Source: an optimization exercise on an open RTL-to-GDS flow (aim: small area, a short achievable clock period and few clock cycles per item). Production flows keep margins and buffers that such runs may drop.

==> inputs of job 6130 <==
## PipeIntMul
module PipeIntMul(
  input  [31:0] intA,
  input  [31:0] intB,
  output [63:0] longP,
  input         val_op,
  output        commit,
  output        oprand_rdy,
  input         clk,
  input         reset
);
  reg [31:0] a0_r;
  reg [15:0] one0_r;
  reg [15:0] two0_r;
  reg [15:0] neg0_r;
  reg b31_r;
  reg [242:0] m0_r;
  reg [63:0] p_r;
  reg [2:0] val_r;
  assign oprand_rdy = 1'b1;
  assign commit = val_r[2];
  assign longP = p_r;
  wire pp_0_0;
  wire pp_0_1;
  wire pp_0_2;
  wire pp_0_3;
  wire pp_0_4;
  wire pp_0_5;
  wire pp_0_6;
  wire pp_0_7;
  wire pp_0_8;
  wire pp_0_9;
  wire pp_0_10;
  wire pp_0_11;
  wire pp_0_12;
  wire pp_0_13;
  wire pp_0_14;
  wire pp_0_15;
  wire pp_0_16;
  wire pp_0_17;
  wire pp_0_18;
  wire pp_0_19;
  wire pp_0_20;
  wire pp_0_21;
  wire pp_0_22;
  wire pp_0_23;
  wire pp_0_24;
  wire pp_0_25;
  wire pp_0_26;
  wire pp_0_27;
  wire pp_0_28;
  wire pp_0_29;
  wire pp_0_30;
  wire pp_0_31;
  wire pp_0_32;
  wire ns1;
  wire pp_1_0;
  wire pp_1_1;
  wire pp_1_2;
  wire pp_1_3;
  wire pp_1_4;
  wire pp_1_5;
  wire pp_1_6;
  wire pp_1_7;
  wire pp_1_8;
  wire pp_1_9;
  wire pp_1_10;
  wire pp_1_11;
  wire pp_1_12;
  wire pp_1_13;
  wire pp_1_14;
  wire pp_1_15;
  wire pp_1_16;
  wire pp_1_17;
  wire pp_1_18;
  wire pp_1_19;
  wire pp_1_20;
  wire pp_1_21;
  wire pp_1_22;
  wire pp_1_23;
  wire pp_1_24;
  wire pp_1_25;
  wire pp_1_26;
  wire pp_1_27;
  wire pp_1_28;
  wire pp_1_29;
  wire pp_1_30;
  wire pp_1_31;
  wire pp_1_32;
  wire ns2;
  wire pp_2_0;
  wire pp_2_1;
  wire pp_2_2;
  wire pp_2_3;
  wire pp_2_4;
  wire pp_2_5;
  wire pp_2_6;
  wire pp_2_7;
  wire pp_2_8;
  wire pp_2_9;
  wire pp_2_10;
  wire pp_2_11;
  wire pp_2_12;
  wire pp_2_13;
  wire pp_2_14;
  wire pp_2_15;
  wire pp_2_16;
  wire pp_2_17;
  wire pp_2_18;
  wire pp_2_19;
  wire pp_2_20;
  wire pp_2_21;
  wire pp_2_22;
  wire pp_2_23;
  wire pp_2_24;
  wire pp_2_25;
  wire pp_2_26;
  wire pp_2_27;
  wire pp_2_28;
  wire pp_2_29;
  wire pp_2_30;
  wire pp_2_31;
  wire pp_2_32;
  wire ns3;
  wire pp_3_0;
  wire pp_3_1;
  wire pp_3_2;
  wire pp_3_3;
  wire pp_3_4;
  wire pp_3_5;
  wire pp_3_6;
  wire pp_3_7;
  wire pp_3_8;
  wire pp_3_9;
  wire pp_3_10;
  wire pp_3_11;
  wire pp_3_12;
  wire pp_3_13;
  wire pp_3_14;
  wire pp_3_15;
  wire pp_3_16;
  wire pp_3_17;
  wire pp_3_18;
  wire pp_3_19;
  wire pp_3_20;
  ...
==> flow/config.mk <==
export PLATFORM = sky130hd
export DESIGN_NAME = PipeIntMul
export DESIGN_NICKNAME = PipeIntMul
export VERILOG_FILES = /design/flow/design.v
export SDC_FILE = /design/flow/constraint.sdc
export NUM_CORES = 4
export LEC_CHECK = 0
export CAP_MARGIN = 20
export CORE_MARGIN = 2
export CORE_UTILIZATION = 40
export SETUP_SLACK_MARGIN = 5
export SLEW_MARGIN = 20
export SYNTH_HIERARCHICAL = 1
export SYNTH_MINIMUM_KEEP_SIZE = 0
export TNS_END_PERCENT = 100
==> flow/constraint.sdc <==
create_clock -name core_clock -period 9.0 [get_ports {clk}]
set_input_delay 1.8000 -clock core_clock [delete_from_list [all_inputs] [get_ports {clk}]]
set_output_delay 1.8000 -clock core_clock [all_outputs]
set_load 0.01 [all_outputs]
run.sh (not shown) runs the stock make flow with config.mk's settings and CLKGATE_MAP_FILE= SYNTH_SCRIPT=/design/flow/synth_recipe.tcl, a recipe that flattens the netlist after the stock synthesis.
==> job 3706 (differences from job 6130) <==
--- a/flow/design.v
+++ b/flow/design.v
@@ -10,18 +10,19 @@
 );
   reg [31:0] a0_r;
   reg [15:0] one0_r;
   reg [15:0] two0_r;
   reg [15:0] neg0_r;
   reg b31_r;
   reg [242:0] m0_r;
+  reg [126:0] m1_r;
   reg [63:0] p_r;
-  reg [2:0] val_r;
+  reg [3:0] val_r;
   assign oprand_rdy = 1'b1;
-  assign commit = val_r[2];
+  assign commit = val_r[3];
   assign longP = p_r;
   wire pp_0_0;
   wire pp_0_1;
   wire pp_0_2;
   wire pp_0_3;
   wire pp_0_4;
   wire pp_0_5;
@@ -3325,16 +3326,16 @@
   mul_fa us1055 (.a(m0_r[231]), .b(m0_r[232]), .c(m0_r[233]), .s(s1055), .co(c1056));
   mul_fa us1057 (.a(m0_r[234]), .b(c1052), .c(s1055), .s(s1057), .co(c1058));
   mul_fa us1059 (.a(m0_r[235]), .b(m0_r[236]), .c(m0_r[237]), .s(s1059), .co(c1060));
   mul_fa us1061 (.a(m0_r[238]), .b(c1056), .c(s1059), .s(s1061), .co(c1062));
   mul_fa us1063 (.a(1'b1), .b(m0_r[239]), .c(m0_r[240]), .s(s1063), .co(c1064));
   mul_ha us1065 (.a(c1060), .b(s1063), .s(s1065), .co(c1066));
   mul_fa us1067 (.a(m0_r[241]), .b(m0_r[242]), .c(c1064), .s(s1067), .co(c1068));
-  wire [63:0] opx = {c1066, s1065, c1058, c1054, c1050, c1046, c1042, c1038, c1034, c1030, c1026, c1022, c1018, c1014, c1010, c1006, c1002, c998, c994, c990, c986, c982, c978, c974, c970, c966, c962, c958, c954, c950, c946, c942, c938, c934, c930, c926, c922, c918, c914, c910, c906, c902, c898, c894, c890, c886, c882, c878, c874, c870, c866, c862, c858, c854, c850, c846, c842, c838, s835, s831, c828, m0_r[5], m0_r[2], m0_r[0]};
-  wire [63:0] opy = {s1067, c1062, s1061, s1057, s1053, s1049, s1045, s1041, s1037, s1033, s1029, s1025, s1021, s1017, s1013, s1009, s1005, s1001, s997, s993, s989, s985, s981, s977, s973, s969, s965, s961, s957, s953, s949, s945, s941, s937, s933, s929, s925, s921, s917, s913, s909, s905, s901, s897, s893, s889, s885, s881, s877, s873, s869, s865, s861, s857, s853, s849, s845, s841, s837, s833, s829, s827, 1'b0, m0_r[1]};
+  wire [63:0] opx = {m1_r[125], m1_r[123], m1_r[121], m1_r[119], m1_r[117], m1_r[115], m1_r[113], m1_r[111], m1_r[109], m1_r[107], m1_r[105], m1_r[103], m1_r[101], m1_r[99], m1_r[97], m1_r[95], m1_r[93], m1_r[91], m1_r[89], m1_r[87], m1_r[85], m1_r[83], m1_r[81], m1_r[79], m1_r[77], m1_r[75], m1_r[73], m1_r[71], m1_r[69], m1_r[67], m1_r[65], m1_r[63], m1_r[61], m1_r[59], m1_r[57], m1_r[55], m1_r[53], m1_r[51], m1_r[49], m1_r[47], m1_r[45], m1_r[43], m1_r[41], m1_r[39], m1_r[37], m1_r[35], m1_r[33], m1_r[31], m1_r[29], m1_r[27], m1_r[25], m1_r[23], m1_r[21], m1_r[19], m1_r[17], m1_r[15], m1_r[13], m1_r[11], m1_r[9], m1_r[7], m1_r[5], m1_r[3], m1_r[2], m1_r[0]};
+  wire [63:0] opy = {m1_r[126], m1_r[124], m1_r[122], m1_r[120], m1_r[118], m1_r[116], m1_r[114], m1_r[112], m1_r[110], m1_r[108], m1_r[106], m1_r[104], m1_r[102], m1_r[100], m1_r[98], m1_r[96], m1_r[94], m1_r[92], m1_r[90], m1_r[88], m1_r[86], m1_r[84], m1_r[82], m1_r[80], m1_r[78], m1_r[76], m1_r[74], m1_r[72], m1_r[70], m1_r[68], m1_r[66], m1_r[64], m1_r[62], m1_r[60], m1_r[58], m1_r[56], m1_r[54], m1_r[52], m1_r[50], m1_r[48], m1_r[46], m1_r[44], m1_r[42], m1_r[40], m1_r[38], m1_r[36], m1_r[34], m1_r[32], m1_r[30], m1_r[28], m1_r[26], m1_r[24], m1_r[22], m1_r[20], m1_r[18], m1_r[16], m1_r[14], m1_r[12], m1_r[10], m1_r[8], m1_r[6], m1_r[4], 1'b0, m1_r[1]};
   wire [63:0] g0 = opx & opy;
   wire [63:0] p0 = opx ^ opy;
   assign pg1069 = g0[1] | (p0[1] & g0[0]);
   assign pg1070 = g0[2] | (p0[2] & g0[1]);
   assign pp1071 = p0[2] & p0[1];
   assign pg1072 = g0[3] | (p0[3] & g0[2]);
   assign pp1073 = p0[3] & p0[2];
@@ -4203,21 +4204,148 @@
     m0_r[236] <= pp_16_29;
     m0_r[237] <= pp_15_31;
     m0_r[238] <= c826;
     m0_r[239] <= pp_16_30;
     m0_r[240] <= pp_15_32;
     m0_r[241] <= ns16;
     m0_r[242] <= pp_16_31;
+    m1_r[0] <= m0_r[0];
+    m1_r[1] <= m0_r[1];
+    m1_r[2] <= m0_r[2];
+    m1_r[3] <= m0_r[5];
+    m1_r[4] <= s827;
+    m1_r[5] <= c828;
+    m1_r[6] <= s829;
+    m1_r[7] <= s831;
+    m1_r[8] <= s833;
+    m1_r[9] <= s835;
+    m1_r[10] <= s837;
+    m1_r[11] <= c838;
+    m1_r[12] <= s841;
+    m1_r[13] <= c842;
+    m1_r[14] <= s845;
+    m1_r[15] <= c846;
+    m1_r[16] <= s849;
+    m1_r[17] <= c850;
+    m1_r[18] <= s853;
+    m1_r[19] <= c854;
+    m1_r[20] <= s857;
+    m1_r[21] <= c858;
+    m1_r[22] <= s861;
+    m1_r[23] <= c862;
+    m1_r[24] <= s865;
+    m1_r[25] <= c866;
+    m1_r[26] <= s869;
+    m1_r[27] <= c870;
+    m1_r[28] <= s873;
+    m1_r[29] <= c874;
+    m1_r[30] <= s877;
+    m1_r[31] <= c878;
+    m1_r[32] <= s881;
+    m1_r[33] <= c882;
+    m1_r[34] <= s885;
+    m1_r[35] <= c886;
+    m1_r[36] <= s889;
+    m1_r[37] <= c890;
+    m1_r[38] <= s893;
+    m1_r[39] <= c894;
+    m1_r[40] <= s897;
+    m1_r[41] <= c898;
+    m1_r[42] <= s901;
+    m1_r[43] <= c902;
+    m1_r[44] <= s905;
+    m1_r[45] <= c906;
+    m1_r[46] <= s909;
+    m1_r[47] <= c910;
+    m1_r[48] <= s913;
+    m1_r[49] <= c914;
+    m1_r[50] <= s917;
+    m1_r[51] <= c918;
+    m1_r[52] <= s921;
+    m1_r[53] <= c922;
+    m1_r[54] <= s925;
+    m1_r[55] <= c926;
+    m1_r[56] <= s929;
+    m1_r[57] <= c930;
+    m1_r[58] <= s933;
+    m1_r[59] <= c934;
+    m1_r[60] <= s937;
+    m1_r[61] <= c938;
+    m1_r[62] <= s941;
+    m1_r[63] <= c942;
+    m1_r[64] <= s945;
+    m1_r[65] <= c946;
+    m1_r[66] <= s949;
+    m1_r[67] <= c950;
+    m1_r[68] <= s953;
+    m1_r[69] <= c954;
+    m1_r[70] <= s957;
+    m1_r[71] <= c958;
+    m1_r[72] <= s961;
+    m1_r[73] <= c962;
+    m1_r[74] <= s965;
+    m1_r[75] <= c966;
+    m1_r[76] <= s969;
+    m1_r[77] <= c970;
+    m1_r[78] <= s973;
+    m1_r[79] <= c974;
+    m1_r[80] <= s977;
+    m1_r[81] <= c978;
+    m1_r[82] <= s981;
+    m1_r[83] <= c982;
+    m1_r[84] <= s985;
+    m1_r[85] <= c986;
+    m1_r[86] <= s989;
+    m1_r[87] <= c990;
+    m1_r[88] <= s993;
+    m1_r[89] <= c994;
+    m1_r[90] <= s997;
+    m1_r[91] <= c998;
+    m1_r[92] <= s1001;
+    m1_r[93] <= c1002;
+    m1_r[94] <= s1005;
+    m1_r[95] <= c1006;
+    m1_r[96] <= s1009;
+    m1_r[97] <= c1010;
+    m1_r[98] <= s1013;
+    m1_r[99] <= c1014;
+    m1_r[100] <= s1017;
+    m1_r[101] <= c1018;
+    m1_r[102] <= s1021;
+    m1_r[103] <= c1022;
+    m1_r[104] <= s1025;
+    m1_r[105] <= c1026;
+    m1_r[106] <= s1029;
+    m1_r[107] <= c1030;
+    m1_r[108] <= s1033;
+    m1_r[109] <= c1034;
+    m1_r[110] <= s1037;
+    m1_r[111] <= c1038;
+    m1_r[112] <= s1041;
+    m1_r[113] <= c1042;
+    m1_r[114] <= s1045;
+    m1_r[115] <= c1046;
+    m1_r[116] <= s1049;
+    m1_r[117] <= c1050;
+    m1_r[118] <= s1053;
+    m1_r[119] <= c1054;
+    m1_r[120] <= s1057;
+    m1_r[121] <= c1058;
+    m1_r[122] <= s1061;
+    m1_r[123] <= s1065;
+    m1_r[124] <= c1062;
+    m1_r[125] <= c1066;
+    m1_r[126] <= s1067;
     p_r <= prod;
   end
   always @(posedge clk) begin
     if (reset)
-      val_r <= 3'd0;
+      val_r <= 4'd0;
     else
-      val_r <= {val_r[1:0], val_op};
+      val_r <= {val_r[2:0], val_op};
   end
 endmodule
 module mul_fa(input a, input b, input c, output s, output co);
   assign {co, s} = a + b + c;
 endmodule
 module mul_ha(input a, input b, output s, output co);
   assign {co, s} = a + b;
==> flow/flow/run.sh (new file) <==
#!/bin/bash
set -euo pipefail
MARGIN=$(cat flow/margin.txt 2>/dev/null || echo 5)
bash standard.sh SETUP_SLACK_MARGIN="$MARGIN" TNS_END_PERCENT=100 finish > flow_make.log 2>&1
==> flow/flow/margin.txt (new file) <==
6
==> flow/standard.sh (new file) <==
#!/bin/bash
# synth_recipe.tcl (not shown) runs the flow's synth.tcl, then flattens the netlist and writes it again
# the make line also repeats each setting of config.mk as NAME=value (left out here)
make -C /OpenROAD-flow-scripts/flow DESIGN_CONFIG=/design/flow/config.mk WORK_HOME=/design/flow/orfs CLKGATE_MAP_FILE= SYNTH_SCRIPT=/design/flow/synth_recipe.tcl "${@:-finish}"
SETUP_SLACK_MARGIN = unset   (was 5)
TNS_END_PERCENT = unset   (was 100)
removed: flow/run.sh
==> comparison table <==
quantity                                                              job 6130                 job 3706
RePlAce Congestion                                                      0.9205                   0.9167
End point of the most critical hold path                   val_r[2]$_SDFF_PP0_          m1_r[0]$_DFF_P_
FILL cells                                                                7212                     7252
FF-to-FF path depth                                                         13                       11
Adder-Cell Fraction of Synth Area                                       34.68%                   32.08%
Metal1 wirelength                                                     40330 um                 44900 um
Clock network area share                                                4.295%                   4.448%
Clock Skew                                                          0.03772 ns               0.03431 ns
Post-synth top area share                                               30.37%                   30.32%
Post-DP Area                                                        33650 um^2               36300 um^2
Number of flip-flops and latches                                           390                      518
Launch point of the worst reg-to-reg path                     m0_r[43]$_DFF_P_          m1_r[6]$_DFF_P_
Row count                                                                  103                      107
Largest stage delay, worst path                                        0.56 ns                  0.53 ns
Complex-gate fraction of the synthesized area                           16.03%                   14.82%
Outcome                                                complete, no violations  complete, no violations
Mapped Avg Cell Area                                                11.06 um^2               11.44 um^2
Core footprint                                                      78610 um^2               85010 um^2
No run of this note included a check of the RTL's function; only the layout flow was run.

## what the ideal ports hide
In the flow no input, the clock included, has a driving cell. The finished layouts below were timed again as built, in two steps.
Step 1 (the two cells are an assumption about what drives the block):
set clk [get_ports {clk}]
set_driving_cell -lib_cell sky130_fd_sc_hd__clkbuf_16 $clk
set_driving_cell -lib_cell sky130_fd_sc_hd__buf_2 [delete_from_list [all_inputs] $clk]
Step 2 also shifts input and output timing later by t, the mid clock arrival at the registers, as if the neighbouring blocks saw the same clock.
a / b / c = ideal / step 1 / step 2; a / b = the first two.
| run | t, ns | setup slack, ns | worst slew at a driven data input, ns | pins driven straight from the clock port |
|---|---|---|---|---|
| job 6130 | 0.651 | 4.938 / 4.938 / 4.938 | 0.07 | 1 |
| job 3706 | 0.682 | 5.858 / 5.858 / 5.858 | 0.06 | 1 |
After both steps every run listed still meets setup and hold.
